This is an optimization exercise on Yosys and OpenROAD, whose aim is small area, not a production implementation. Only simulation tests tie the RTL to the original design; equivalence was not proved. No activity file was given, so power comes from the tool's default toggle rates.

===== config.mk =====
export PLATFORM = sky130hd
export DESIGN_NAME = f_to_f
export DESIGN_NICKNAME = f_to_f
export VERILOG_FILES = /design/flow/design.v
export SDC_FILE = /design/flow/constraint.sdc
export NUM_CORES = 4
export LEC_CHECK = 0
export ABC_AREA = 1
export CAP_MARGIN = 20
export CORE_MARGIN = 2
export CORE_UTILIZATION = 45
export SLEW_MARGIN = 20

===== constraint.sdc =====
create_clock -name core_clock -period 10.0 [get_ports {clk}]
set_input_delay 2.0000 -clock core_clock [delete_from_list [all_inputs] [get_ports {clk}]]
set_output_delay 2.0000 -clock core_clock [all_outputs]
set_load 0.01 [all_outputs]

===== design.v =====
module f_to_f (
    input                clk,
    input                rstn,
    input [DATAIN-1:0]   datain,
    input                empty,
    output [DATAOUT-1:0] dataout,
    output reg           rden,
    output               wren
);
parameter DATAIN = 48;
parameter DATAOUT = 48;
always @(posedge clk or negedge rstn) begin
    if (~rstn) rden <= 0;
    else if (empty == 0) rden <= 1;
    else if (empty == 1) rden <= 0;
end
reg  [3:0]  t;         
reg         wr;        
reg         w2;        
reg         dir;       
reg  [1:0]  sz;        
reg         s;         
reg         clr;       
reg         sat;       
reg  [7:0]  C;         
reg  [79:0] R;
reg  [3:0]  hb;        
wire idle = ~(datain[47] ^ datain[46]);
wire cap  = (t == 4'd0) & ~idle;
wire ld   = (t == 4'd3);
wire stp  = (t >= 4'd4) & (t <= 4'd9);
wire fst  = (t == 4'd4);
wire fin  = (t == 4'd10);
wire s1 = (sz == 2'd1);
wire s2 = (sz == 2'd2);
wire s3 = (sz == 2'd3);
always @(posedge clk or negedge rstn) begin
    if (~rstn) begin
        t  <= 4'd0;
        wr <= 1'b0;
        w2 <= 1'b0;
    end else begin
        t  <= idle ? 4'd0 : (t == 4'd12 ? 4'd12 : t + 4'd1);
        wr <= (t == 4'd10) | ((t == 4'd11) & ~s1);
        w2 <= (t == 4'd11);
    end
end
assign wren = wr;
wire [79:0] Rs = R ^ {80{s}};
wire [14:0] e = s1 ? {7'd0, R[78:71]} : s2 ? {4'd0, R[78:68]} : R[78:64];
wire emax  = s1 ? (&R[78:71]) : s2 ? (&R[78:68]) : (&R[78:64]);
wire under = s1 ? (e < 15'd110)   : s2 ? (e < 15'd990)   : (e < 15'd16342);
wire over  = s1 ? (e > 15'd141)   : s2 ? (e > 15'd1053)  : (e > 15'd16421);
wire mnz   = s1 ? (|R[70:48]) : s2 ? ((|R[67:40]) | (|datain[39:16]))
                              : ((|R[63:40]) | (|datain[39:0]));
wire nan   = emax & mnz;
wire [6:0] kd  = s1 ? 7'd123 : s2 ? 7'd110 : 7'd106;       
wire [6:0] D   = e[6:0] + kd;
wire [6:0] D13 = D + 7'd13;
wire [6:0] cf  = D13[6] ? D13 + 7'd80 : D13;
wire [6:0] H   = (s1 ? 7'd71 : s2 ? 7'd68 : 7'd64) + D;
reg  [3:0] lz;
reg  [14:0] win;
integer j;
always @(*) begin
    win = s3 ? Rs[78:64] : s2 ? {Rs[2:0], Rs[79:68]} : {Rs[5:0], Rs[79:71]};
    lz = 4'd15;
    for (j = 0; j < 15; j = j + 1)
        if (win[j]) lz = 14 - j;
end
wire [3:0] kf = (|C[6:4]) ? 4'd15 : C[3:0];
wire [3:0] kx = (fst & ~s3) ? (s2 ? 4'd4 : 4'd7) : lz;
wire [3:0] k  = ~stp ? 4'd0 : dir ? kx : kf;
wire       w79 = ~(dir & s3);           
wire       z3  = dir & s2;              
wire       z6  = dir & s1;              
wire [79:0] sh [0:4];
assign sh[0] = R;
genvar lv, b;
generate
    for (lv = 0; lv < 4; lv = lv + 1) begin : rot
        for (b = 0; b < 80; b = b + 1) begin : bit_
            localparam integer N   = 1 << lv;
            localparam integer SRC = (b + 80 - N) % 80;
            wire v = sh[lv][SRC];
            localparam C79 = (b < N);
            localparam C3  = (b > 3) && (b - N <= 3);
            localparam C6  = (b > 6) && (b - N <= 6);
            wire r = v & (C79 ? w79 : 1'b1) & (C3 ? ~z3 : 1'b1) & (C6 ? ~z6 : 1'b1);
            assign sh[lv + 1][b] = k[lv] ? r : sh[lv][b];
        end
    end
endgenerate
wire [79:0] sh4 = sh[4];
wire [7:0] cn = C - {4'd0, k};
wire xz = s3 ? ~R[79] & ~R[78] : s2 ? ~R[3] & ~R[2] : ~R[6] & ~R[5];
wire [14:0] ex = xz ? 15'd0 :
                 s1 ? {7'd0, C[7:0]} :
                 s2 ? {4'd0, C[7], {3{~C[7]}}, C[6:0]} :
                      {C[7], {7{~C[7]}}, C[6:0]};
wire za = ~|R[3:0];
wire zb = ~|R[6:4];
wire zc = ~|R[12:7];
wire zd = ~|R[28:13];
wire ze = ~|R[60:29];
wire zr = s1 ? (zc & zd & ze) : s2 ? (zb & zc & zd) : (za & zb & zc);
wire rb = s1 ? Rs[61] : s2 ? Rs[29] : Rs[13];
wire cin = rb | (dir & s & zr);
reg [79:0] ia;
integer i;
always @(*) begin
    for (i = 0; i < 80; i = i + 1) begin
        if (i == 79)
            ia[i] = s;
        else if (dir & s1 & (i >= 71))
            ia[i] = ex[i - 71];
        else if (dir & s2 & (i >= 68))
            ia[i] = ex[i - 68];
        else if (dir & s3 & (i >= 64))
            ia[i] = ex[i - 64];
        else if (~dir & ((i >> 3) > hb))
            ia[i] = s;
        else
            ia[i] = Rs[(i + 14) % 80];
    end
end
wire [79:0] inj = s1 ? ({79'd0, cin} << 48) : s2 ? ({79'd0, cin} << 16) : {79'd0, cin};
wire [79:0] io  = ia + inj;
function [39:0] fix;
    input [39:0] w;
    input a1, a2;
    begin
        fix = w;
        if (a1) begin fix[39:32] = 8'd0; fix[31] = 1'b1; fix[7:0] = 8'd0; end
        else if (a2) begin fix[39:29] = 11'd0; fix[28] = 1'b1; end
        else begin fix[39:25] = 15'd0; fix[24] = 1'b1; end
    end
endfunction
wire [39:0] lo = s3 ? datain[39:0] : s2 ? {datain[39:16], 16'd0} : 40'd0;
reg [79:0] rld;
always @(*) begin
    if (dir) begin
        if (s3) rld = {R[79:40], datain[39:0]};
        else if (s2) rld = {R[79:48], datain[39:8], 16'd0};
        else rld = {R[79:48], 48'd0};
    end else begin
        rld = {fix(R[79:40], s1, s2), lo};
    end
end
wire [7:0] c4 = dir ? (s3 ? 8'd165 : s2 ? 8'd161 : 8'd148)
                    : {1'b0, cf};
always @(posedge clk) begin
    R <= cap ? {datain[39:0], sh4[39:0]} : ld ? rld : fin ? io : sh4;
    if (cap) begin
        dir <= datain[47];
        sz  <= datain[44:43];
        s   <= datain[39];
    end
    if (ld) begin
        clr <= under | nan;
        hb  <= H[6:3];
    end
    if (ld | stp)
        C   <= ld ? c4 : cn;
    if (ld | fin)
        sat <= ld ? (over & ~nan) : (sat | (~dir & ~s & io[79]));
end
wire [39:0] base = w2 ? ((~dir & s2) ? R[47:8] : R[39:0]) : R[79:40];
wire        frc  = ~dir & (clr | sat);
wire [39:0] pat  = clr ? 40'd0 : {(~w2 & s) | (w2 & ~s), {39{~s}}};
wire [39:0] pl0  = frc ? pat : base;
wire        m7   = s1 | (~dir & s2) | (dir & s2 & w2);
wire        m15  = dir & s2 & w2;
wire [39:0] pl   = {pl0[39:16], pl0[15:8] & {8{~m15}}, pl0[7:0] & {8{~m7}}};
wire [2:0]  pkt  = s1 ? 3'd0 : w2 ? 3'd2 : 3'd1;
assign dataout = {dir ? 2'b10 : 2'b01, 1'b0, sz, pkt, pl};
endmodule

===== flow/run.sh =====
#!/bin/bash
# Own flow: the standard layout, with only ABC's area script replaced by
# flow/abc_area.script (an area-oriented &nf mapping). Everything else --
# synthesis script, floorplan, power grid, placement, CTS, routing -- is the
# standard ORFS flow that standard.sh runs.
set -euo pipefail
work=$(pwd)
rm -rf "$work/scripts_own"
cp -r "$FLOW_HOME/scripts" "$work/scripts_own"
cp "$work/flow/abc_area.script" "$work/scripts_own/abc_area.script"
bash "$work/standard.sh" SCRIPTS_DIR="$work/scripts_own" finish > "$work/standard_flow.log" 2>&1

===== flow/abc_area.script =====
strash
&get -n
&fraig -x
&put
scorr
dc2
dretime
strash
&get -n
&dch -f
&nf
&put
strash
&get -n
&dch -f
&nf
&put

===== standard.sh =====
#!/bin/bash
# synth_recipe.tcl (not shown) runs the flow's synth.tcl, then flattens the netlist and writes it again
# the make line also repeats each setting of config.mk as NAME=value (left out here)
make -C /OpenROAD-flow-scripts/flow DESIGN_CONFIG=/design/flow/config.mk WORK_HOME=/design/flow/orfs CLKGATE_MAP_FILE= SYNTH_SCRIPT=/design/flow/synth_recipe.tcl "${@:-finish}"

==> results of run 1 <==
## cells by family (layout without fill, tap and decap cells)
family / count (synthesis) / count (layout) / synth area share
multiplexers: 197 / 197 / 0.1467
AND/OR/NAND/NOR: 714 / 714 / 0.2319
other: 1 / 2 / 0.0002773
flip-flops: 105 / 105 / 0.2010
AO/OA/AOI/OAI: 649 / 649 / 0.2892
buffers and inverters: 56 / 203 / 0.01638
adder cells (fa/ha/maj): 26 / 26 / 0.02461
XOR/XNOR: 139 / 139 / 0.09003
## report_power, final
| group | internal (mW) | total [mW] | switching [mW] |
|---|---|---|---|
| combinational | 1.05 | 2.93 | 1.88 |
| sequential | 0.678 | 1.13 | 0.449 |
| clock | 0.175 | 0.384 | 0.208 |
## cell usage after synthesis (all sizes together) (4+ instances only)
master	instances
xnor2	70
o21ai	217
a221oi	12
ha	25
nor4	32
or2	8
nor2	162
or3	12
nand2b	7
o211ai	23
edfxtp	58
nor2b	13
or4	8
clkinv	53
nand4	12
nor3	62
a41oi	4
o21a	7
a21oi	192
mux2	9
a31oi	15
a22oi	20
a32oi	9
and3	8
mux2i	188
a211oi	9
o22ai	55
o22a	5
a222oi	19
nand3	53
xor2	69
and2	9
dfxtp	40
a21o	8
o2bb2ai	4
a22o	9
nand2	321
nor3b	4
dfrtp	7
o31ai	11
## flip-flops by register name, summed over array words and instances (netlist names)
name and cells:
s 1, t 4, C 8, dir 1, w2 1, wr 1, rden 1, sat 1
sz 2, R 80, clr 1, hb 4
## final cells by class
| type | count | area (um^2) |
|---|---|---|
| fillers | 3073 | 14070 |
| multi-input cells | 1727 | 10620 |
| flip-flops and latches | 105 | 2719 |
| repair buffers | 134 | 1254 |
| well taps | 390 | 488.0 |
| clock buffers | 10 | 229.0 |
| inverters | 53 | 202.7 |
| clock inverters | 6 | 53.80 |
## path summary, 6_finish.rpt
check	start	to	cells after the start
worst min register to register	t[2]	t[2]	1
worst max register to register	R[54]	R[74]	29
max in group asynchronous	rstn	w2	1
worst min-delay path	t[2]	t[2]	1
worst max-delay path	R[54]	R[74]	29
min in group asynchronous	rstn	rden	1
## through the flow
stage          power [mW]  setup WS [ps]  hold slack (ps)  utilization  cells
2_1_floorplan       2.758          362.0            518.4            -   1888
3_3_place_gp        3.846           1901            546.8       0.5154   2408
3_5_place_dp        3.878           1887            560.4       0.5154   2408
4_1_cts             4.269           1835            570.9       0.5249   2424
5_1_grt             4.642           1038            626.3       0.5252   2425
6_report            4.440           1650            573.5       0.5252   2425
## routing by layer
metal,vias up,global-route usage
li1,7456,-
met1,8037,0.6049
met2,1420,0.6613
met3,318,0.1707
met4,2,0.2387
met5,-,0
==> results.toml, run 1 <==
[run_status]
outcome = "finished clean"

[floorplanning]
floorplan_die_area_um2 = 31450
chipHeight_um = 177.4
fp.dieW_um = 177.4
initial_utilization = 0.4563
floorplan.rows = 63
ioPinCount = 101
floorplan.core_area_um2 = 29640

[cells_and_area]
areaGrowthSynthToFinish_pct = 15.10
layout.cells.most_common = "sky130_fd_sc_hd__nand2_1"
commonest_non_fill_non_tap_cells_in_the_layout = "321 x sky130_fd_sc_hd__nand2_1, 214 x sky130_fd_sc_hd__o21ai_0, 191 x sky130_fd_sc_hd__a21oi_1"
antenna_cells = 0
fin_nets = 2107
layout-drive-gt1-share = 0.03391
post_route_design_area_um2 = 15560

[routing]
post_drt_wl_per_cell_um = 30.33
top_routing_layer_used = "met5"
drt_first_iter_violations = 2920
met1Wirelength_mm = 28.11
detail_route.vias_per_cell = 7.106
route.final.wire_length_mm = 73.54
post-route-drc-count = 0
final_antenna_net_count = 0
via_count = 17230
detailedRoute.firstPassIterationCount = 9
met2RoutedLength_mm = 29.71
wl_met3_mm = 11.14

[timing]
top_achievable_clock_speed_ghz = 0.1198
maxSlewHeadroom = 0.2017
timing_worst_slew_pin_value_ps = 1194
fin_crit_share = 0.8350
timing_hold_violations_final = 0
setup_tns_ps = 0
setup_viol = 0
drv_slew = 0
timing.final.crit_period_ps = 8350
rsz0062_at_grt = "no"
finalClockSkew_ps = 15.51

[worst_setup_path]
cp.arrival_ps = 8480
timing.critical_path.fanout_max = 5
crit_family = "simple AND/OR/NAND/NOR gates"
cp_num_buf_inv = 2
r2r_setup_slack_ps = 1650
startpoint_type = "register"
timing.critical_path.slowest_stage_cell = "sky130_fd_sc_hd__nor4_1"
criticalPathCategory = "register to register"
cp_data_required_time_ps = 10130
setup.worst_path.end_class = "register"
worst_path_largest_cell_delay_ps = 620

[clock_network]
post_cts.resized_instances = 0
max-clock-path-buffers = 2
cts_sinks = 105
clock_tree.root_cell = "sky130_fd_sc_hd__clkbuf_16"
cts_tree = "built"
clk-insertion-delay-late_ps = 400
cts_post_setup_buffers_inserted = 0
clk_transition_reported_paths_ps = 90
ctsHtreeMaxLevel = 3
cts_buffers = 9
holdBufCountCts = 0

[power_and_ir_drop]
power.static_leakage_nw = 5.277
power-per-cell-area_nw_per_um2 = 285.3
irDropWorstVdd_v = 0.0001156

[placed_design]
dp_hpwl_mm = 54.57
gp_routability_congestion = 1.076
io_buffers = 94
postPlaceCellArea_um2 = 15270

[yosys]
synth_enable_flop_cells = 58
yosys.cell_types.count = 64
synthDominantCellAreaShare = 0.1392
syn_inst = 1887
postSynth.asyncResetShare = 0.06667
synthDominantAreaCellType = "sky130_fd_sc_hd__mux2i_1"
part_of_the_yosys_area_used_for_sequential_elements = 0.2010
ff_latch_count_synth = 105
yosys_warnings = 204
postSynthAreaPerCell_um2 = 7.166
post_synth_instance_area_um2 = 13520
synthTopCellsByArea = "sky130_fd_sc_hd__mux2i_1 14%, sky130_fd_sc_hd__edfxtp_1 13%, sky130_fd_sc_hd__nand2_1 8.9%, sky130_fd_sc_hd__o21ai_0 8.0%, sky130_fd_sc_hd__a21oi_1 7.1%"
most_used_dff_post_synth = "sky130_fd_sc_hd__edfxtp_1"

[global_routing]
pin_count_of_the_biggest_net_entering_global_routing = 101
globalRoute.totalOverflow = 0
grt_pass1_wl_mm = 106.3
groute.usage.overall = 0.4624
antenna_violations_before_repair = 1
via_count_of_the_first_global_routing_pass = 15790

[worst_hold_path]
worstHoldPathType = "register to register"

[run]
maxCapViolCount = 0
==> run 2: changes to the inputs <==
==> run.sh (new file) <==
#!/bin/bash
# synth_recipe.tcl (not shown) runs the flow's synth.tcl, then flattens the netlist and writes it again
# the make line also repeats each setting of config.mk as NAME=value (left out here)
make -C /OpenROAD-flow-scripts/flow DESIGN_CONFIG=/design/flow/config.mk WORK_HOME=/design/flow/orfs CLKGATE_MAP_FILE= SYNTH_SCRIPT=/design/flow/synth_recipe.tcl finish
removed: flow/run.sh
removed: flow/abc_area.script
removed: standard.sh
==> results.toml, run 2 <==
[routing]
post_drt_wl_per_cell_um = 25.30
via_count = 21320
detailedRoute.firstPassIterationCount = 9
detail_route.vias_per_cell = 6.436
final_antenna_net_count = 0
met1Wirelength_mm = 33.30
wl_met3_mm = 12.61
route.final.wire_length_mm = 83.81
met2RoutedLength_mm = 33.16
top_routing_layer_used = "met4"
drt_first_iter_violations = 3028
post-route-drc-count = 0

[worst_setup_path]
criticalPathCategory = "register to primary output"
worst_path_largest_cell_delay_ps = 720
startpoint_type = "register"
timing.critical_path.slowest_stage_cell = "sky130_fd_sc_hd__nor2_1"
r2r_cells = 32
r2r_setup_slack_ps = 3870
cp_cell_sequence = "inv_1 -> ha_1 -> buf_4 -> inv_2 -> nor2_1 -> inv_1 -> buf_4 -> o21ai_0 -> o21ai_0 -> nand2_1 -> nand2_1 -> clkdlybuf4s50_1"
cp.arrival_ps = 4610
cp_num_buf_inv = 6
timing.critical_path.fanout_max = 52
cp_data_required_time_ps = 8000
setup.worst_path.end = "dataout[25]"
path_length_in_cells_of_the_critical_path = 12
worstReg2RegEnd = "R[54]"
setup.worst_path.end_class = "primary output"
worstReg2RegStart = "sz[0]"
timing.critical_path.from = "sz[0]"
crit_family = "buffers and inverters"

[yosys]
synth_enable_flop_cells = 58
part_of_the_yosys_area_used_for_sequential_elements = 0.1663
ff_latch_count_synth = 105
synthTopCellsByArea = "sky130_fd_sc_hd__nand2_1 19%, sky130_fd_sc_hd__nand3_1 12%, sky130_fd_sc_hd__edfxtp_1 11%, sky130_fd_sc_hd__o21ai_0 7.1%, sky130_fd_sc_hd__inv_1 5.9%"
syn_inst = 2875
synthDominantAreaCellType = "sky130_fd_sc_hd__nand2_1"
postSynthAreaPerCell_um2 = 5.685
postSynth.asyncResetShare = 0.06667
post_synth_instance_area_um2 = 16340
most_used_dff_post_synth = "sky130_fd_sc_hd__edfxtp_1"
netlist_top_cells_count = "807 x sky130_fd_sc_hd__nand2_1, 398 x sky130_fd_sc_hd__nand3_1, 255 x sky130_fd_sc_hd__inv_1, 231 x sky130_fd_sc_hd__o21ai_0, 228 x sky130_fd_sc_hd__nor2_1"
yosys_warnings = 204
synthDominantCellAreaShare = 0.1853
most_frequently_used_cell_type_in_the_post_synthesis_netlist = "sky130_fd_sc_hd__nand2_1"
yosys.cell_types.count = 76

[placed_design]
dp_hpwl_mm = 64.05
io_buffers = 94
postPlaceCellArea_um2 = 17320
gp_routability_congestion = 1.036

[floorplanning]
initial_utilization = 0.4584
floorplan.rows = 69
chipHeight_um = 194.6
ioPinCount = 101
floorplan_die_area_um2 = 37860
floorplan.core_area_um2 = 35660
fp.dieW_um = 194.6

[clock_network]
max-clock-path-buffers = 2
cts_post_setup_buffers_inserted = 0
clk-insertion-delay-late_ps = 400
clock_tree.root_cell = "sky130_fd_sc_hd__clkbuf_16"
cts_sinks = 105
holdBufCountCts = 0
post_cts.resized_instances = 0
cts_tree = "built"
ctsHtreeMaxLevel = 3
clk_transition_reported_paths_ps = 90
cts_buffers = 9

[power_and_ir_drop]
power.static_leakage_nw = 8.101
power-per-cell-area_nw_per_um2 = 305.4
irDropWorstVdd_v = 0.0001410

[global_routing]
via_count_of_the_first_global_routing_pass = 19130
groute.usage.overall = 0.4303
antenna_violations_before_repair = 2
grt_pass1_wl_mm = 121.4
globalRoute.totalOverflow = 0
pin_count_of_the_biggest_net_entering_global_routing = 95

[run]
maxCapViolCount = 0

[timing]
finalClockSkew_ps = 17.33
fin_crit_share = 0.6614
timing_worst_slew_pin_value_ps = 1133
setup_tns_ps = 0
rsz0062_at_grt = "no"
maxSlewHeadroom = 0.2446
top_achievable_clock_speed_ghz = 0.1512
drv_slew = 0
setup_viol = 0
timing.final.crit_period_ps = 6614
timing_hold_violations_final = 0

[cells_and_area]
layout-drive-gt1-share = 0.05298
largest_reg_flops = 80
fin_nets = 2922
post_route_design_area_um2 = 17610
num-fill-cells = 3919
areaGrowthSynthToFinish_pct = 7.747
finalCoreUtilization = 0.4939
max_flop_register = "R"
reg_top3 = "R: 80 flops, C: 8 flops"
commonest_non_fill_non_tap_cells_in_the_layout = "805 x sky130_fd_sc_hd__nand2_1, 396 x sky130_fd_sc_hd__nand3_1, 254 x sky130_fd_sc_hd__inv_1"
layout.cells.most_common = "sky130_fd_sc_hd__nand2_1"

[worst_hold_path]
worstHoldPathType = "register to register"

[run_status]
outcome = "finished clean"
## run 2: changes by cell type after synthesis, moves of 46 or more
cell,delta
sky130_fd_sc_hd__nor2_1,+66
sky130_fd_sc_hd__mux2i_1,-186
sky130_fd_sc_hd__clkinv_1,-46
sky130_fd_sc_hd__nand3_1,+345
sky130_fd_sc_hd__inv_1,+255
sky130_fd_sc_hd__nand2_1,+486
sky130_fd_sc_hd__clkbuf_1,+97
## run 2: where the power goes
| group | internal, mW | leakage, nW | switching [mW] |
|---|---|---|---|
| combinational | 1.20 | 6.95 | 2.57 |
| sequential | 0.713 | 1.03 | 0.501 |
| clock | 0.172 | 0.124 | 0.219 |
## run 2: final cells by class
cell class	instances	area [um^2]	share of cell area
multi-input cells	2322	11790	0.6696
flip-flops and latches	105	2718	0.1543
repair buffers	125	1174	0.06664
inverters	282	1067	0.06060
well taps	461	576.8	0.03275
clock buffers	9	225.2	0.01279
clock inverters	7	53.80	0.003055
diodes	2	5.005	0.0002842
## run 2: routing by layer
metal / global-route usage / vias to the layer above
li1: - / 9595
met1: 0.5865 / 9797
met2: 0.6116 / 1635
met3: 0.1199 / 294
met4: 0.2316 / 0
met5: 0 / -
## run 2: through the flow
stage	cells	hold slack [ps]	worst slack (ps)	power, mW
floorplan	2876	488.3	5318	3.520
global placement	3295	513.7	4097	4.756
detailed placement	3295	527.3	4081	4.782
CTS	3311	537.1	3660	5.179
global route	3311	572.4	3183	5.719
finish	3313	536.3	3386	5.379
## run 2: kinds of logic after synthesis
group,count (synthesis),share of synthesized area
xor+xnor,103,0.05519
simple gates,1602,0.4335
buf+inv,449,0.1152
mux,2,0.001225
fa+ha+maj,26,0.02036
compound gates,587,0.2080
flops,105,0.1663
other cells,1,0.0002294
## run 2: worst min-delay path by stage
stage / start / end / cells after the start
finish: t[0] / t[0] / 1
floorplan: t[0] / t[0] / 1
global route: t[0] / t[0] / 1
detailed placement: t[0] / t[0] / 1
CTS: t[0] / t[0] / 1
global placement: t[0] / t[0] / 1
==> run 3: changes to the inputs <==
--- a/design.v
+++ b/design.v
@@ -25,12 +25,14 @@
 reg  [7:0]  C;         
 reg  [79:0] R;
 reg  [3:0]  hb;        
+reg         cr;        
 wire idle = ~(datain[47] ^ datain[46]);
 wire cap  = (t == 4'd0) & ~idle;
 wire ld   = (t == 4'd3);
 wire stp  = (t >= 4'd4) & (t <= 4'd9);
 wire fst  = (t == 4'd4);
 wire fin  = (t == 4'd10);
+wire fn2  = (t == 4'd11);
 wire s1 = (sz == 2'd1);
 wire s2 = (sz == 2'd2);
 wire s3 = (sz == 2'd3);
@@ -56,9 +58,9 @@
 wire nan   = emax & mnz;
 wire [6:0] kd  = s1 ? 7'd123 : s2 ? 7'd110 : 7'd106;       
 wire [6:0] D   = e[6:0] + kd;
-wire [6:0] D13 = D + 7'd13;
+wire [6:0] D13 = D + (s2 ? 7'd5 : 7'd13);
 wire [6:0] cf  = D13[6] ? D13 + 7'd80 : D13;
-wire [6:0] H   = (s1 ? 7'd71 : s2 ? 7'd68 : 7'd64) + D;
+wire [6:0] H   = (s1 ? 7'd71 : s2 ? 7'd60 : 7'd64) + D;
 reg  [3:0] lz;
 reg  [14:0] win;
 integer j;
@@ -104,28 +106,39 @@
 wire zd = ~|R[28:13];
 wire ze = ~|R[60:29];
 wire zr = s1 ? (zc & zd & ze) : s2 ? (zb & zc & zd) : (za & zb & zc);
-wire rb = s1 ? Rs[61] : s2 ? Rs[29] : Rs[13];
+wire rb = s1 ? Rs[61] : s2 ? (dir ? Rs[29] : Rs[21]) : Rs[13];
 wire cin = rb | (dir & s & zr);
-reg [79:0] ia;
+wire [5:0] fa = s1 ? 6'd48 : s2 ? (dir ? 6'd16 : 6'd8) : 6'd0;
+wire [39:0] lr = R[53:14];
+wire l0 = &lr[7:0],   n0 = ~|lr[7:0];
+wire l1 = &lr[15:8],  n1 = ~|lr[15:8];
+wire l2 = &lr[39:16], n2 = ~|lr[39:16];
+wire lall = s ? (n2 & (fa[4] | (n1 & (fa[3] | n0)))) : (l2 & (fa[4] | (l1 & (fa[3] | l0))));
+wire lfrc = ~dir & (hb < 4'd4);               
+wire cl   = cin & lall & ~lfrc;
+reg [39:0] ia;
 integer i;
 always @(*) begin
-    for (i = 0; i < 80; i = i + 1) begin
-        if (i == 79)
+    for (i = 0; i < 40; i = i + 1) begin
+        if (fin & (i == 39))
             ia[i] = s;
-        else if (dir & s1 & (i >= 71))
-            ia[i] = ex[i - 71];
-        else if (dir & s2 & (i >= 68))
-            ia[i] = ex[i - 68];
-        else if (dir & s3 & (i >= 64))
-            ia[i] = ex[i - 64];
-        else if (~dir & ((i >> 3) > hb))
+        else if (fin & dir & s1 & (i >= 31))
+            ia[i] = ex[i - 31];
+        else if (fin & dir & s2 & (i >= 28))
+            ia[i] = ex[i - 28];
+        else if (fin & dir & s3 & (i >= 24))
+            ia[i] = ex[i - 24];
+        else if (~dir & ((((i >> 3) + (fin ? 5 : 0))) > hb))
             ia[i] = s;
         else
-            ia[i] = Rs[(i + 14) % 80];
+            ia[i] = Rs[(i + 54) % 80];
     end
 end
-wire [79:0] inj = s1 ? ({79'd0, cin} << 48) : s2 ? ({79'd0, cin} << 16) : {79'd0, cin};
-wire [79:0] io  = ia + inj;
+wire [5:0]  ip  = fin ? (s1 ? 6'd8 : 6'd0) : fa;
+wire        ic  = fin ? (s1 ? cin : cl) : cr;
+wire [39:0] inj = {39'd0, ic} << ip;
+wire [39:0] io  = ia + inj;
+wire [79:0] rf = fin ? {R[39:14], io, R[53:40]} : {R[79:54], io, R[13:0]};
 function [39:0] fix;
     input [39:0] w;
     input a1, a2;
@@ -150,7 +163,7 @@
 wire [7:0] c4 = dir ? (s3 ? 8'd165 : s2 ? 8'd161 : 8'd148)
                     : {1'b0, cf};
 always @(posedge clk) begin
-    R <= cap ? {datain[39:0], sh4[39:0]} : ld ? rld : fin ? io : sh4;
+    R <= cap ? {datain[39:0], sh4[39:0]} : ld ? rld : (fin | fn2) ? rf : sh4;
     if (cap) begin
         dir <= datain[47];
         sz  <= datain[44:43];
@@ -162,10 +175,13 @@
     end
     if (ld | stp)
         C   <= ld ? c4 : cn;
+    if (fin)
+        cr  <= cin;
     if (ld | fin)
-        sat <= ld ? (over & ~nan) : (sat | (~dir & ~s & io[79]));
+        sat <= ld ? (over & ~nan) : (sat | (~dir & ~s & io[39]));
 end
-wire [39:0] base = w2 ? ((~dir & s2) ? R[47:8] : R[39:0]) : R[79:40];
+wire [39:0] ow   = R[53:14];
+wire [39:0] base = (~dir & s2 & ~w2) ? {ow[31:0], 8'd0} : ow;
 wire        frc  = ~dir & (clr | sat);
 wire [39:0] pat  = clr ? 40'd0 : {(~w2 & s) | (w2 & ~s), {39{~s}}};
 wire [39:0] pl0  = frc ? pat : base;
==> flow/run.sh (new file) <==
#!/bin/bash
# Own flow: the standard layout, with only ABC's area script replaced by
# flow/abc_area.script (an area-oriented &nf mapping). Everything else --
# synthesis script, floorplan, power grid, placement, CTS, routing -- is the
# standard ORFS flow that standard.sh runs.
set -euo pipefail
work=$(pwd)
rm -rf "$work/scripts_own"
cp -r "$FLOW_HOME/scripts" "$work/scripts_own"
cp "$work/flow/abc_area.script" "$work/scripts_own/abc_area.script"
bash "$work/standard.sh" SCRIPTS_DIR="$work/scripts_own" finish > "$work/standard_flow.log" 2>&1
==> flow/abc_area.script (new file) <==
strash
&get -n
&fraig -x
&put
scorr
dc2
dretime
strash
&get -n
&dch -f
&nf
&put
strash
&get -n
&dch -f
&nf
&put
==> standard.sh (new file) <==
#!/bin/bash
# synth_recipe.tcl (not shown) runs the flow's synth.tcl, then flattens the netlist and writes it again
# the make line also repeats each setting of config.mk as NAME=value (left out here)
make -C /OpenROAD-flow-scripts/flow DESIGN_CONFIG=/design/flow/config.mk WORK_HOME=/design/flow/orfs CLKGATE_MAP_FILE= SYNTH_SCRIPT=/design/flow/synth_recipe.tcl "${@:-finish}"
removed: run.sh
==> results.toml, run 3 <==
[run_status]
outcome = "finished clean"

[timing]
timing_hold_violations_final = 0
drv_slew = 0
fin_crit_share = 0.8564
setup_tns_ps = 0
finalClockSkew_ps = 10.48
timing.final.crit_period_ps = 8564
maxSlewHeadroom = 0.2692
setup_viol = 0
timing_worst_slew_pin_value_ps = 1092
top_achievable_clock_speed_ghz = 0.1168
rsz0062_at_grt = "no"

[clock_network]
holdBufCountCts = 0
clk_transition_reported_paths_ps = 80
cts_sinks = 106
cts_tree = "built"
cts_post_setup_buffers_inserted = 0
clk-insertion-delay-late_ps = 370
max-clock-path-buffers = 2
cts_buffers = 9
clock_tree.root_cell = "sky130_fd_sc_hd__clkbuf_16"
ctsHtreeMaxLevel = 3
post_cts.resized_instances = 0

[power_and_ir_drop]
irDropWorstVdd_v = 0.0001462
p_int_mw = 1.885
psw_mw = 2.331
totalPowerFinal_mw = 4.217
clockPowerShare = 0.089
switching_share = 0.5529
power.static_leakage_nw = 4.863
power-per-cell-area_nw_per_um2 = 291.0
power.combinational.fraction = 0.632
power.sequential.fraction = 0.279

[cells_and_area]
largest_reg_flops = 80
finalCoreUtilization = 0.5346
post_route_design_area_um2 = 14490
max_flop_register = "R"
areaGrowthSynthToFinish_pct = 16.00
commonest_non_fill_non_tap_cells_in_the_layout = "227 x sky130_fd_sc_hd__nand2_1, 211 x sky130_fd_sc_hd__o21ai_0, 194 x sky130_fd_sc_hd__mux2i_1"
layout-drive-gt1-share = 0.03400
finish.cell_count_without_fillers = 2166
layout.cells.most_common = "sky130_fd_sc_hd__nand2_1"
reg_top3 = "R: 80 flops, C: 8 flops"
fin_nets = 1879
antenna_cells = 0

[global_routing]
via_count_of_the_first_global_routing_pass = 14000
grt_pass1_wl_mm = 91.16
pin_count_of_the_biggest_net_entering_global_routing = 89
groute.usage.overall = 0.4247
globalRoute.totalOverflow = 0
antenna_violations_before_repair = 2

[routing]
detailedRoute.firstPassIterationCount = 7
post_drt_wl_per_cell_um = 28.88
post-route-drc-count = 0
via_count = 15340
detail_route.vias_per_cell = 7.081
final_antenna_net_count = 0
drt_first_iter_violations = 2550
met2RoutedLength_mm = 25.09
route.final.wire_length_mm = 62.55
top_routing_layer_used = "met5"
met1Wirelength_mm = 24.96
wl_met3_mm = 8.852

[worst_setup_path]
criticalPathCategory = "register to register"
timing.critical_path.fanout_max = 6
setup.worst_path.end_class = "register"
startpoint_type = "register"
cp.arrival_ps = 8770
cp_data_required_time_ps = 10210

[placed_design]
gp_routability_congestion = 1.032
dp_hpwl_mm = 46.55
io_buffers = 94
postPlaceCellArea_um2 = 14190
placed_cell_count = 2150

[yosys]
synthTopCellsByArea = "sky130_fd_sc_hd__edfxtp_1 18%, sky130_fd_sc_hd__mux2i_1 16%, sky130_fd_sc_hd__o21ai_0 8.6%, sky130_fd_sc_hd__a21oi_1 7.1%, sky130_fd_sc_hd__nand2_1 6.8%"
yosys.cell_types.count = 61
synthDominantCellAreaShare = 0.1755
netlist_top_cells_count = "227 x sky130_fd_sc_hd__nand2_1, 215 x sky130_fd_sc_hd__o21ai_0, 194 x sky130_fd_sc_hd__mux2i_1, 193 x sky130_fd_sc_hd__nor2_1, 176 x sky130_fd_sc_hd__a21oi_1"
most_used_dff_post_synth = "sky130_fd_sc_hd__edfxtp_1"
syn_inst = 1653
post_synth_instance_area_um2 = 12490
part_of_the_yosys_area_used_for_sequential_elements = 0.2312
ff_latch_count_synth = 106
most_frequently_used_cell_type_in_the_post_synthesis_netlist = "sky130_fd_sc_hd__nand2_1"
synth_enable_flop_cells = 73
postSynth.asyncResetShare = 0.06604
postSynthAreaPerCell_um2 = 7.556
yosys_warnings = 85
synthDominantAreaCellType = "sky130_fd_sc_hd__edfxtp_1"

[run]
maxCapViolCount = 0

[floorplanning]
floorplan.rows = 60
ioPinCount = 101
fp.dieW_um = 170.6
initial_utilization = 0.4608
chipHeight_um = 170.6
floorplan_die_area_um2 = 29100
floorplan.core_area_um2 = 27100

[worst_hold_path]
worstHoldPathType = "register to register"
run 3: changes by cell type after synthesis, moves of 29 or more:
cell                       previous run  this run
sky130_fd_sc_hd__buf_2               30         0
sky130_fd_sc_hd__clkbuf_1            97         0
sky130_fd_sc_hd__clkinv_1             7        36
sky130_fd_sc_hd__inv_1              255         0
sky130_fd_sc_hd__mux2i_1              2       194
sky130_fd_sc_hd__nand2_1            807       227
sky130_fd_sc_hd__nand3_1            398        31
sky130_fd_sc_hd__nor2_1             228       193
sky130_fd_sc_hd__o211ai_1            51        13
sky130_fd_sc_hd__o21ai_1             38         0
sky130_fd_sc_hd__xor2_1              55        22
run 3: layer usage:
layer | global-route usage | vias to the layer above
met5 | 0 | -
met4 | 0.1992 | 2
met3 | 0.1203 | 251
met2 | 0.6057 | 1211
met1 | 0.5884 | 7238
li1 | - | 6635
run 3: worst max-delay path: stages, from the launching register on:
cell and delay [ps]:
sky130_fd_sc_hd__edfxtp_1 590, sky130_fd_sc_hd__nor4_1 750, sky130_fd_sc_hd__and4_1 290, sky130_fd_sc_hd__nand3_1 190
sky130_fd_sc_hd__o41ai_1 670, sky130_fd_sc_hd__o2111ai_1 190, sky130_fd_sc_hd__o21ai_0 370, sky130_fd_sc_hd__nor2_1 100
sky130_fd_sc_hd__nor3_1 150, sky130_fd_sc_hd__nand2_1 120, sky130_fd_sc_hd__a21oi_1 250, sky130_fd_sc_hd__ha_1 260
sky130_fd_sc_hd__nand4_1 130, sky130_fd_sc_hd__nor4_1 510, sky130_fd_sc_hd__a31oi_1 470, sky130_fd_sc_hd__nor4_1 650
sky130_fd_sc_hd__a31oi_1 320, sky130_fd_sc_hd__nor4_1 410, sky130_fd_sc_hd__o21ai_0 290, sky130_fd_sc_hd__nor3_1 380
sky130_fd_sc_hd__a31oi_1 270, sky130_fd_sc_hd__nor2_1 290, sky130_fd_sc_hd__nand3b_1 120, sky130_fd_sc_hd__xnor2_1 340
sky130_fd_sc_hd__o22ai_1 130, sky130_fd_sc_hd__o21ai_0 170
run 3: kinds of logic after synthesis:
group                      count (synthesis)  synth area share
AOI/OAI and AO/OA                        611            0.2975
xor gates and xnor gates                  80           0.05610
adders and majority gates                 39           0.03967
buffers and inverters                     39           0.01262
DFF                                      106            0.2312
muxes                                    203            0.1636
other                                      1         0.0003003
and+or+nand+nor                          574            0.1990
run 3: final cells by class:
cell class | instances | area [um^2]
flip-flops and latches | 106 | 2888
repair buffers | 125 | 1186
fillers | 2707 | 12610
well taps | 372 | 465.4
multi-input cells | 1511 | 9528
clock buffers | 13 | 261.5
inverters | 36 | 137.6
clock inverters | 3 | 21.27
run 3: power by group through the flow:
stage / clock [mW] / combinational, mW / sequential, mW
final: 0.375 / 2.67 / 1.18
after global routing: 0.385 / 2.86 / 1.16
after CTS: 0.372 / 2.56 / 1.13
after detailed placement: 0 / 2.55 / 1.14
after global placement: 0 / 2.52 / 1.14
after floorplan: 0 / 1.74 / 0.907
run 3: path summary, 6_finish.rpt:
path                            cells after the start     to  startpoint  slack, ps
worst max-delay path                               25  R[53]       R[51]       1440
worst min-delay path                                1   t[3]        t[3]        610
worst max register to register                     25  R[53]       R[51]       1440
worst min register to register                      1   t[3]        t[3]        610
max in group asynchronous                           1     w2        rstn       7860
min in group asynchronous                           1   rden        rstn       1880
run 3: stage by stage:
| step | setup slack [ps] | hold slack, ps |
|---|---|---|
| after detailed placement | 1971 | 600.9 |
| after global routing | 900.1 | 645.8 |
| final | 1436 | 605.7 |
| after CTS | 1903 | 611.0 |
| after global placement | 2132 | 587.7 |
| after floorplan | 1587 | 539.4 |
==> run 4: changes to the inputs <==
--- a/design.v
+++ b/design.v
@@ -49,15 +49,17 @@
 end
 assign wren = wr;
 wire [79:0] Rs = R ^ {80{s}};
-wire [14:0] e = s1 ? {7'd0, R[78:71]} : s2 ? {4'd0, R[78:68]} : R[78:64];
+wire [6:0] el  = s1 ? R[77:71] : s2 ? R[74:68] : R[70:64];
+wire [14:0] e  = s1 ? {7'd0, R[78:71]} : s2 ? {4'd0, R[78:68]} : R[78:64];
+wire inh   = s1 | (s2 ? (R[78] ? ~|R[77:75] : &R[77:75]) : (R[78] ? ~|R[77:71] : &R[77:71]));
 wire emax  = s1 ? (&R[78:71]) : s2 ? (&R[78:68]) : (&R[78:64]);
-wire under = s1 ? (e < 15'd110)   : s2 ? (e < 15'd990)   : (e < 15'd16342);
-wire over  = s1 ? (e > 15'd141)   : s2 ? (e > 15'd1053)  : (e > 15'd16421);
+wire under = ~R[78] & (~inh | (el < (s1 ? 7'd110 : s2 ? 7'd94 : 7'd86)));
+wire over  =  R[78] & (~inh | (el > (s1 ? 7'd13  : s2 ? 7'd29 : 7'd37)));
 wire mnz   = s1 ? (|R[70:48]) : s2 ? ((|R[67:40]) | (|datain[39:16]))
                               : ((|R[63:40]) | (|datain[39:0]));
 wire nan   = emax & mnz;
 wire [6:0] kd  = s1 ? 7'd123 : s2 ? 7'd110 : 7'd106;       
-wire [6:0] D   = e[6:0] + kd;
+wire [6:0] D   = el + kd;
 wire [6:0] D13 = D + (s2 ? 7'd5 : 7'd13);
 wire [6:0] cf  = D13[6] ? D13 + 7'd80 : D13;
 wire [6:0] H   = (s1 ? 7'd71 : s2 ? 7'd60 : 7'd64) + D;
@@ -65,17 +67,16 @@
 reg  [14:0] win;
 integer j;
 always @(*) begin
-    win = s3 ? Rs[78:64] : s2 ? {Rs[2:0], Rs[79:68]} : {Rs[5:0], Rs[79:71]};
+    win = Rs[78:64];
     lz = 4'd15;
     for (j = 0; j < 15; j = j + 1)
         if (win[j]) lz = 14 - j;
 end
 wire [3:0] kf = (|C[6:4]) ? 4'd15 : C[3:0];
-wire [3:0] kx = (fst & ~s3) ? (s2 ? 4'd4 : 4'd7) : lz;
+wire       lst = (t == 4'd9);
+wire [3:0] kx = (lst & ~s3) ? (s2 ? 4'd4 : 4'd7) : lz;
 wire [3:0] k  = ~stp ? 4'd0 : dir ? kx : kf;
-wire       w79 = ~(dir & s3);           
-wire       z3  = dir & s2;              
-wire       z6  = dir & s1;              
+wire       w79 = ~dir | (lst & ~s3);    
 wire [79:0] sh [0:4];
 assign sh[0] = R;
 genvar lv, b;
@@ -85,10 +86,7 @@
             localparam integer N   = 1 << lv;
             localparam integer SRC = (b + 80 - N) % 80;
             wire v = sh[lv][SRC];
-            localparam C79 = (b < N);
-            localparam C3  = (b > 3) && (b - N <= 3);
-            localparam C6  = (b > 6) && (b - N <= 6);
-            wire r = v & (C79 ? w79 : 1'b1) & (C3 ? ~z3 : 1'b1) & (C6 ? ~z6 : 1'b1);
+            wire r = (b < N) ? v & w79 : v;
             assign sh[lv + 1][b] = k[lv] ? r : sh[lv][b];
         end
     end
@@ -116,6 +114,14 @@
 wire lall = s ? (n2 & (fa[4] | (n1 & (fa[3] | n0)))) : (l2 & (fa[4] | (l1 & (fa[3] | l0))));
 wire lfrc = ~dir & (hb < 4'd4);               
 wire cl   = cin & lall & ~lfrc;
+wire [3:0] bo = fin ? 4'd5 : 4'd0;
+wire [4:0] fb;
+genvar q;
+generate
+    for (q = 0; q < 5; q = q + 1) begin : fblk
+        assign fb[q] = ~dir & ((bo + q) > hb);
+    end
+endgenerate
 reg [39:0] ia;
 integer i;
 always @(*) begin
@@ -128,10 +134,8 @@
             ia[i] = ex[i - 28];
         else if (fin & dir & s3 & (i >= 24))
             ia[i] = ex[i - 24];
-        else if (~dir & ((((i >> 3) + (fin ? 5 : 0))) > hb))
-            ia[i] = s;
         else
-            ia[i] = Rs[(i + 54) % 80];
+            ia[i] = (R[(i + 54) % 80] & ~fb[i >> 3]) ^ s;
     end
 end
 wire [5:0]  ip  = fin ? (s1 ? 6'd8 : 6'd0) : fa;
==> flow/run.sh (replaced) <==
#!/bin/bash
# Own flow: the standard layout (standard.sh) with two changes:
#  - ABC's area script is flow/abc_area.script (an area-oriented &nf mapping);
#  - every input and output port still gets its buffer, but a buf_1 cell is
#    asked for instead of the resizer's default pick.
# Everything else -- synthesis script, floorplan, power grid, placement, CTS,
# routing -- is the standard ORFS flow. Each ORFS step writes its own log under
# orfs/logs; make's output goes to standard_flow.log.
set -euo pipefail
work=$(pwd)
rm -rf "$work/scripts_own"
cp -r "$FLOW_HOME/scripts" "$work/scripts_own"
cp "$work/flow/abc_area.script" "$work/scripts_own/abc_area.script"
bash "$work/standard.sh" SCRIPTS_DIR="$work/scripts_own" \
    "BUFFER_PORTS_ARGS=-buffer_cell sky130_fd_sc_hd__buf_1" finish > "$work/standard_flow.log" 2>&1
--- a/config.mk
+++ b/config.mk
@@ -6,7 +6,7 @@
 export NUM_CORES = 4
 export LEC_CHECK = 0
 export ABC_AREA = 1
-export CAP_MARGIN = 20
+export CAP_MARGIN = 0
 export CORE_MARGIN = 2
-export CORE_UTILIZATION = 45
-export SLEW_MARGIN = 20
+export CORE_UTILIZATION = 40
+export SLEW_MARGIN = 0
==> results.toml, run 4 <==
[run_status]
outcome = "finished clean"

[placed_design]
io_buffers = 94
detailedPlace.worstSlack_ps = 2142
dp_hpwl_mm = 47.50
gp_routability_congestion = 1.001

[routing]
detailedRoute.firstPassIterationCount = 7
drt_first_iter_violations = 2398
post-route-drc-count = 0
post_drt_wl_per_cell_um = 29.20
via_count = 14980
detail_route.vias_per_cell = 6.807
route.final.wire_length_mm = 64.24
final_antenna_net_count = 0

[cells_and_area]
layout.cells.most_common = "sky130_fd_sc_hd__nand2_1"
antenna_cells = 0
layout-drive-gt1-share = 0.03381
commonest_non_fill_non_tap_cells_in_the_layout = "215 x sky130_fd_sc_hd__nand2_1, 197 x sky130_fd_sc_hd__mux2i_1, 195 x sky130_fd_sc_hd__nor2_1"
num-fill-cells = 3235
largest_reg_flops = 80
multi_input_area_um2 = 9399
areaGrowthSynthToFinish_pct = 11.37
max_flop_register = "R"
reg_top3 = "R: 80 flops, C: 8 flops"
reg_area_um2 = 2888
fin_nets = 1892

[yosys]
ff_latch_count_synth = 106
synth_enable_flop_cells = 73
postSynthAreaPerCell_um2 = 7.493
part_of_the_yosys_area_used_for_sequential_elements = 0.2322
yosys_warnings = 85
post_synth_instance_area_um2 = 12440
yosys.cell_types.count = 65
most_frequently_used_cell_type_in_the_post_synthesis_netlist = "sky130_fd_sc_hd__nand2_1"
netlist_top_cells_count = "216 x sky130_fd_sc_hd__nand2_1, 198 x sky130_fd_sc_hd__nor2_1, 197 x sky130_fd_sc_hd__mux2i_1, 188 x sky130_fd_sc_hd__o21ai_0, 187 x sky130_fd_sc_hd__a21oi_1"
most_used_dff_post_synth = "sky130_fd_sc_hd__edfxtp_1"
postSynth.asyncResetShare = 0.06604
synthDominantCellAreaShare = 0.1762
synthDominantAreaCellType = "sky130_fd_sc_hd__edfxtp_1"
syn_inst = 1660
synthTopCellsByArea = "sky130_fd_sc_hd__edfxtp_1 18%, sky130_fd_sc_hd__mux2i_1 16%, sky130_fd_sc_hd__o21ai_0 7.6%, sky130_fd_sc_hd__a21oi_1 7.5%, sky130_fd_sc_hd__nand2_1 6.5%"

[worst_setup_path]
startpoint_type = "register"
critical-path-top-cell-by-count = "sky130_fd_sc_hd__ha_1"
r2r_cells = 23
setup.worst_path.end_class = "register"
path_length_in_cells_of_the_critical_path = 23
timing.critical_path.slowest_stage_cell = "sky130_fd_sc_hd__o41ai_1"
criticalPathCategory = "register to register"
timing.critical_path.from = "t[0]"
crit_family = "simple AND/OR/NAND/NOR gates"
worstReg2RegStart = "t[0]"
cp_cell_sequence = "clkinv_1 -> ha_1 -> nand2_1 -> clkinv_1 -> ha_1 -> nor2b_1 -> o211ai_1 -> nand2_1 -> xnor2_1 -> ha_1 -> nand3_1 -> nor4bb_1 -> a41oi_1 -> nor3_1 -> a41o_1 -> a21o_1 -> nand4_1 -> o41ai_1 -> nand4_1 -> nor3b_1 -> xnor2_1 -> nor2_1 -> o21ai_0"
worst_path_largest_cell_delay_ps = 710
cp.arrival_ps = 8190
r2r_setup_slack_ps = 1960
worstReg2RegEnd = "R[53]"
cp_num_buf_inv = 2
cp_data_required_time_ps = 10150
timing.critical_path.fanout_max = 13
setup.worst_path.end = "R[53]"

[timing]
timing_worst_slew_pin_value_ps = 1320
fin_crit_share = 0.8044
maxSlewHeadroom = 0.1133
final_setup_slack_of_the_worst_path_ps = 1956
timing.final.crit_period_ps = 8044
top_achievable_clock_speed_ghz = 0.1243
drv_slew = 0
timing_hold_violations_final = 0
finalClockSkew_ps = 16.17
rsz0062_at_grt = "no"
setup_tns_ps = 0
setup_viol = 0

[clock_network]
cts_post_setup_buffers_inserted = 0
cts_buffers = 9
post_cts.resized_instances = 0
holdBufCountCts = 0
clk_transition_reported_paths_ps = 90
cts_tree = "built"
max-clock-path-buffers = 2
clock_tree.root_cell = "sky130_fd_sc_hd__clkbuf_16"
clk-insertion-delay-late_ps = 400
cts_sinks = 106
ctsHtreeMaxLevel = 3

[global_routing]
globalRoute.totalOverflow = 0
via_count_of_the_first_global_routing_pass = 13820
pin_count_of_the_biggest_net_entering_global_routing = 75
groute.usage.overall = 0.3845
antenna_violations_before_repair = 2
grt_pass1_wl_mm = 93.55

[floorplanning]
floorplan_die_area_um2 = 32520
fp.dieW_um = 180.3
ioPinCount = 101
floorplan.core_area_um2 = 30590
initial_utilization = 0.4066
chipHeight_um = 180.3
floorplan.rows = 64

[run]
maxCapViolCount = 0

[power_and_ir_drop]
irDropWorstVdd_v = 0.0001492
power-per-cell-area_nw_per_um2 = 300.2
power.static_leakage_nw = 4.797
totalPowerFinal_mw = 4.159

[worst_hold_path]
worstHoldPathCells = 1
worstHoldPathType = "register to register"
run 4: changes by cell type after synthesis, moves of 13 or more:
cell / previous run / this run
sky130_fd_sc_hd__nor3_1: 26 / 50
sky130_fd_sc_hd__clkinv_1: 36 / 49
sky130_fd_sc_hd__xnor2_1: 58 / 42
sky130_fd_sc_hd__xor2_1: 22 / 42
sky130_fd_sc_hd__o21ai_0: 215 / 188
run 4: logic make-up after synthesis:
family          after synthesis  share of synthesized area
compound gates              558                     0.2680
xor+xnor                     84                    0.05915
fa+ha+maj                    42                    0.04285
buf+inv                      52                    0.01660
flops                       106                     0.2322
mux                         200                     0.1613
other cells                   1                  0.0003015
simple gates                617                     0.2197
run 4: per-layer routing:
| layer | GRT usage | part of all wire | wire length (um) | up-vias |
|---|---|---|---|---|
| met3 | 0.1051 | 0.12 | 7992 | 202 |
| met2 | 0.5617 | 0.42 | 26990 | 1023 |
| met5 | 0 | 0.00040 | 26 | - |
| met1 | 0.5214 | 0.40 | 25780 | 7168 |
| met4 | 0.1881 | 0.054 | 3446 | 4 |
| li1 | - | - | - | 6578 |
run 4: worst min path at each step:
stage,from,endpoint
after floorplan,t[2],t[2]
after detailed placement,t[2],t[2]
final,t[2],t[2]
after global routing,t[2],t[2]
after CTS,t[2],t[2]
after global placement,t[2],t[2]
run 4: power by group:
group          internal (mW)  leakage (nW)  switching [mW]
clock                  0.172         0.141           0.208
combinational          0.896          3.57            1.67
sequential             0.715          1.09           0.496
run 4: stage by stage:
| step | std cells | cell area [um^2] | hold WS [ps] | util |
|---|---|---|---|---|
| 4_1_cts | 2200 | 13850 | 598.3 | 0.4528 |
| 3_3_place_gp | 2184 | 13580 | 584.1 | 0.4438 |
| 2_1_floorplan | 1663 | 12450 | 534.0 | - |
| 6_report | 2200 | 13850 | 593.8 | 0.4528 |
| 5_1_grt | 2200 | 13850 | 626.5 | 0.4528 |
| 3_5_place_dp | 2184 | 13580 | 595.5 | 0.4438 |
run 4: layout make-up:
type,instances,share of cell area
Clock buffer,9,0.01626
Clock inverter,7,0.003703
Tap cell,396,0.03577
Timing Repair Buffer,128,0.04390
Inverter,49,0.01337
Sequential cell,106,0.2085
Multi-Input combinational cell,1505,0.6785
run 4: worst reg2reg max path, stage by stage, from the launching register on:
cell,delay [ps]
sky130_fd_sc_hd__dfrtp_1,400
sky130_fd_sc_hd__clkinv_1,130
sky130_fd_sc_hd__ha_1,230
sky130_fd_sc_hd__nand2_1,440
sky130_fd_sc_hd__clkinv_1,640
sky130_fd_sc_hd__ha_1,420
sky130_fd_sc_hd__nor2b_1,170
sky130_fd_sc_hd__o211ai_1,690
sky130_fd_sc_hd__nand2_1,160
sky130_fd_sc_hd__xnor2_1,170
sky130_fd_sc_hd__ha_1,220
sky130_fd_sc_hd__nand3_1,80
sky130_fd_sc_hd__nor4bb_1,530
sky130_fd_sc_hd__a41oi_1,320
sky130_fd_sc_hd__nor3_1,530
sky130_fd_sc_hd__a41o_1,450
sky130_fd_sc_hd__a21o_1,200
sky130_fd_sc_hd__nand4_1,220
sky130_fd_sc_hd__o41ai_1,720
sky130_fd_sc_hd__nand4_1,250
sky130_fd_sc_hd__nor3b_1,430
sky130_fd_sc_hd__xnor2_1,160
sky130_fd_sc_hd__nor2_1,160
sky130_fd_sc_hd__o21ai_0,110
==> run 5: changes to the inputs <==
--- a/design.v
+++ b/design.v
@@ -142,7 +142,7 @@
 wire        ic  = fin ? (s1 ? cin : cl) : cr;
 wire [39:0] inj = {39'd0, ic} << ip;
 wire [39:0] io  = ia + inj;
-wire [79:0] rf = fin ? {R[39:14], io, R[53:40]} : {R[79:54], io, R[13:0]};
+wire [79:0] rf = {R[39:14], io, R[53:40]};   
 function [39:0] fix;
     input [39:0] w;
     input a1, a2;
==> results.toml, run 5 <==
[floorplanning]
floorplan.rows = 63
ioPinCount = 101
initial_utilization = 0.4087
chipHeight_um = 178.7
floorplan_die_area_um2 = 31940
floorplan.core_area_um2 = 29870
fp.dieW_um = 178.7

[worst_setup_path]
r2r_cells = 25
setup.worst_path.end_class = "register"
worstReg2RegEnd = "R[52]"
worst_path_largest_cell_delay_ps = 700
timing.critical_path.from = "t[0]"
r2r_setup_slack_ps = 1910
cp_data_required_time_ps = 10150
startpoint_type = "register"
cp.arrival_ps = 8240
criticalPathCategory = "register to register"
timing.critical_path.slowest_stage_cell = "sky130_fd_sc_hd__clkinv_1"
worstReg2RegStart = "t[0]"
timing.critical_path.fanout_max = 16
setup.worst_path.end = "R[52]"

[cells_and_area]
areaGrowthSynthToFinish_pct = 11.95
commonest_non_fill_non_tap_cells_in_the_layout = "230 x sky130_fd_sc_hd__o21ai_0, 207 x sky130_fd_sc_hd__nand2_1, 205 x sky130_fd_sc_hd__mux2i_1"
fin_nets = 1873
layout.cells.most_common = "sky130_fd_sc_hd__o21ai_0"
reg_top3 = "R: 80 flops, C: 8 flops"
post_route_design_area_um2 = 13670
max_flop_register = "R"
largest_reg_flops = 80
layout-drive-gt1-share = 0.03305
finish.cell_count_without_fillers = 2178

[yosys]
part_of_the_yosys_area_used_for_sequential_elements = 0.2250
most_used_dff_post_synth = "sky130_fd_sc_hd__edfxtp_1"
postSynthAreaPerCell_um2 = 7.445
synthDominantCellAreaShare = 0.1681
synthTopCellsByArea = "sky130_fd_sc_hd__mux2i_1 17%, sky130_fd_sc_hd__edfxtp_1 15%, sky130_fd_sc_hd__o21ai_0 9.5%, sky130_fd_sc_hd__a21oi_1 7.7%, sky130_fd_sc_hd__dfxtp_1 6.6%"
ff_latch_count_synth = 106
postSynth.asyncResetShare = 0.06604
netlist_top_cells_count = "231 x sky130_fd_sc_hd__o21ai_0, 207 x sky130_fd_sc_hd__nand2_1, 205 x sky130_fd_sc_hd__mux2i_1, 189 x sky130_fd_sc_hd__nor2_1, 187 x sky130_fd_sc_hd__a21oi_1"
most_frequently_used_cell_type_in_the_post_synthesis_netlist = "sky130_fd_sc_hd__o21ai_0"
synth_enable_flop_cells = 59
synthDominantAreaCellType = "sky130_fd_sc_hd__mux2i_1"
post_synth_instance_area_um2 = 12210
syn_inst = 1640
yosys.cell_types.count = 57
yosys_warnings = 85

[clock_network]
ctsHtreeMaxLevel = 3
post_cts.resized_instances = 0
cts_sinks = 106
clk_transition_reported_paths_ps = 100
cts_buffers = 9
clk-insertion-delay-late_ps = 390
max-clock-path-buffers = 2
cts_tree = "built"
cts_post_setup_buffers_inserted = 0
holdBufCountCts = 0
clock_tree.root_cell = "sky130_fd_sc_hd__clkbuf_16"

[timing]
fin_crit_share = 0.8085
maxSlewHeadroom = 0.1701
drv_slew = 0
timing.final.crit_period_ps = 8085
timing_hold_violations_final = 0
rsz0062_at_grt = "no"
timing_worst_slew_pin_value_ps = 1232
final_setup_slack_of_the_worst_path_ps = 1915
setup_tns_ps = 0
setup_viol = 0
finalClockSkew_ps = 16.10
top_achievable_clock_speed_ghz = 0.1237

[routing]
detail_route.vias_per_cell = 6.790
post-route-drc-count = 0
detailedRoute.firstPassIterationCount = 6
final_antenna_net_count = 0
via_count = 14790
route.final.wire_length_mm = 62.86
drt_first_iter_violations = 2060
post_drt_wl_per_cell_um = 28.86

[run_status]
outcome = "finished clean"

[global_routing]
globalRoute.totalOverflow = 0
antenna_violations_before_repair = 5
pin_count_of_the_biggest_net_entering_global_routing = 75
grt_pass1_wl_mm = 89.80
via_count_of_the_first_global_routing_pass = 13410
groute.usage.overall = 0.3883

[placed_design]
postPlaceCellArea_um2 = 13360
placed_cell_count = 2159
dp_hpwl_mm = 45.83
detailedPlace.worstSlack_ps = 2137
io_buffers = 94
gp_routability_congestion = 1.016

[power_and_ir_drop]
totalPowerFinal_mw = 4.175
irDropWorstVdd_v = 0.0001272
power-per-cell-area_nw_per_um2 = 305.4
power.static_leakage_nw = 4.561

[worst_hold_path]
worstHoldPathType = "register to register"

[run]
maxCapViolCount = 0
run 5: cell types whose count changed after synthesis, moves of 10 or more:
cell / change
sky130_fd_sc_hd__a22oi_1: +12
sky130_fd_sc_hd__o21ai_0: +43
sky130_fd_sc_hd__clkinv_1: -10
sky130_fd_sc_hd__dfxtp_1: +14
sky130_fd_sc_hd__a222oi_1: -10
sky130_fd_sc_hd__a31oi_1: +13
sky130_fd_sc_hd__nor3_1: -30
sky130_fd_sc_hd__edfxtp_1: -14
run 5: worst max-delay path: cells and delay by family, from the launching register on:
| family | cells | cell delay, ps |
|---|---|---|
| AND/OR/NAND/NOR | 10 | 3050 |
| buffers and inverters | 3 | 1070 |
| AO/OA/AOI/OAI | 6 | 1930 |
| flip-flops | 1 | 430 |
| adder cells (fa/ha/maj) | 4 | 1060 |
| XOR/XNOR | 2 | 320 |
run 5: how the worst min path moves through the flow:
stage / slack [ps] / depth (start not counted) / to / from
3_3_place_gp: 610 / 2 / t[3] / t[3]
6_report: 630 / 2 / t[3] / t[3]
3_5_place_dp: 610 / 2 / t[3] / t[3]
2_1_floorplan: 550 / 2 / t[3] / t[3]
4_1_cts: 630 / 2 / t[3] / t[3]
5_1_grt: 670 / 2 / t[3] / t[3]
run 5: report_power, final:
part | leakage (nW) | switching (mW) | total [mW] | internal, mW
logic | 3.37 | 1.67 | 2.57 | 0.904
registers | 1.04 | 0.506 | 1.20 | 0.697
clock network | 0.150 | 0.214 | 0.399 | 0.185
run 5: cell families after synthesis:
logic type,synth area share
buf+inv,0.01383
mux,0.1791
other cells,0.0003071
flops,0.2250
fa+ha+maj,0.04366
xor+xnor,0.05524
compound gates,0.2781
simple gates,0.2047
run 5: stage by stage:
stage | hold WS [ps] | util
6_report | 629.2 | 0.4575
3_5_place_dp | 607.6 | 0.4471
3_3_place_gp | 607.2 | 0.4471
2_1_floorplan | 554.4 | -
5_1_grt | 672.3 | 0.4573
4_1_cts | 631.3 | 0.4573
run 5: routing by layer:
| metal | vias up | share of wire | global-route usage |
|---|---|---|---|
| li1 | 6488 | - | - |
| met1 | 7068 | 0.40 | 0.5021 |
| met2 | 997 | 0.43 | 0.5948 |
| met3 | 230 | 0.11 | 0.09203 |
| met4 | 6 | 0.061 | 0.2158 |
| met5 | - | 0.00062 | 0 |
run 5: cell type report:
cell class / count / area (um^2)
diodes: 3 / 7.507
clock buffers: 10 / 239.0
clock inverters: 6 / 65.06
fillers: 3134 / 16210
inverters: 39 / 146.4
multi-input cells: 1495 / 9359
flip-flops and latches: 106 / 2748
well taps: 390 / 488.0
repair buffers: 129 / 615.6

static timing again, ports no longer ideal:
Ports are ideal in the flow. The routed layouts listed here were re-timed in OpenROAD. Step 1 sets driving cells, clkbuf_16 on the clock port and buf_2 on the other inputs (assumed; they add their load-dependent delay and slew). Step 2 also shifts input and output timing later by t, the mid clock arrival at the registers, as if the neighbouring blocks saw the same clock. a / b / c = no drivers / after step 1 / after step 2; a / b = the first two.
run | shift t [ns] | slack for setup (ns) | hold slack, ns | worst setup path after step 2 | slew at the worst register clock pin (ns)
run 1 | 0.450 | 1.650 / 1.650 / 1.650 | 0.574 / 0.574 / 0.574 | register to register | 0.09 / 0.09
run 2 | 0.448 | 3.386 / 3.332 / 3.780 | 0.536 / 0.536 / 0.536 | register to output | 0.09 / 0.09
run 3 | 0.422 | 1.436 / 1.436 / 1.436 | 0.606 / 0.606 / 0.606 | register to register | 0.08 / 0.08
run 4 | 0.441 | 1.956 / 1.956 / 1.956 | 0.594 / 0.594 / 0.594 | register to register | 0.09 / 0.09
run 5 | 0.429 | 1.915 / 1.915 / 1.915 | 0.629 / 0.629 / 0.629 | register to register | 0.10 / 0.10
After both steps setup and hold are still met in every run listed.
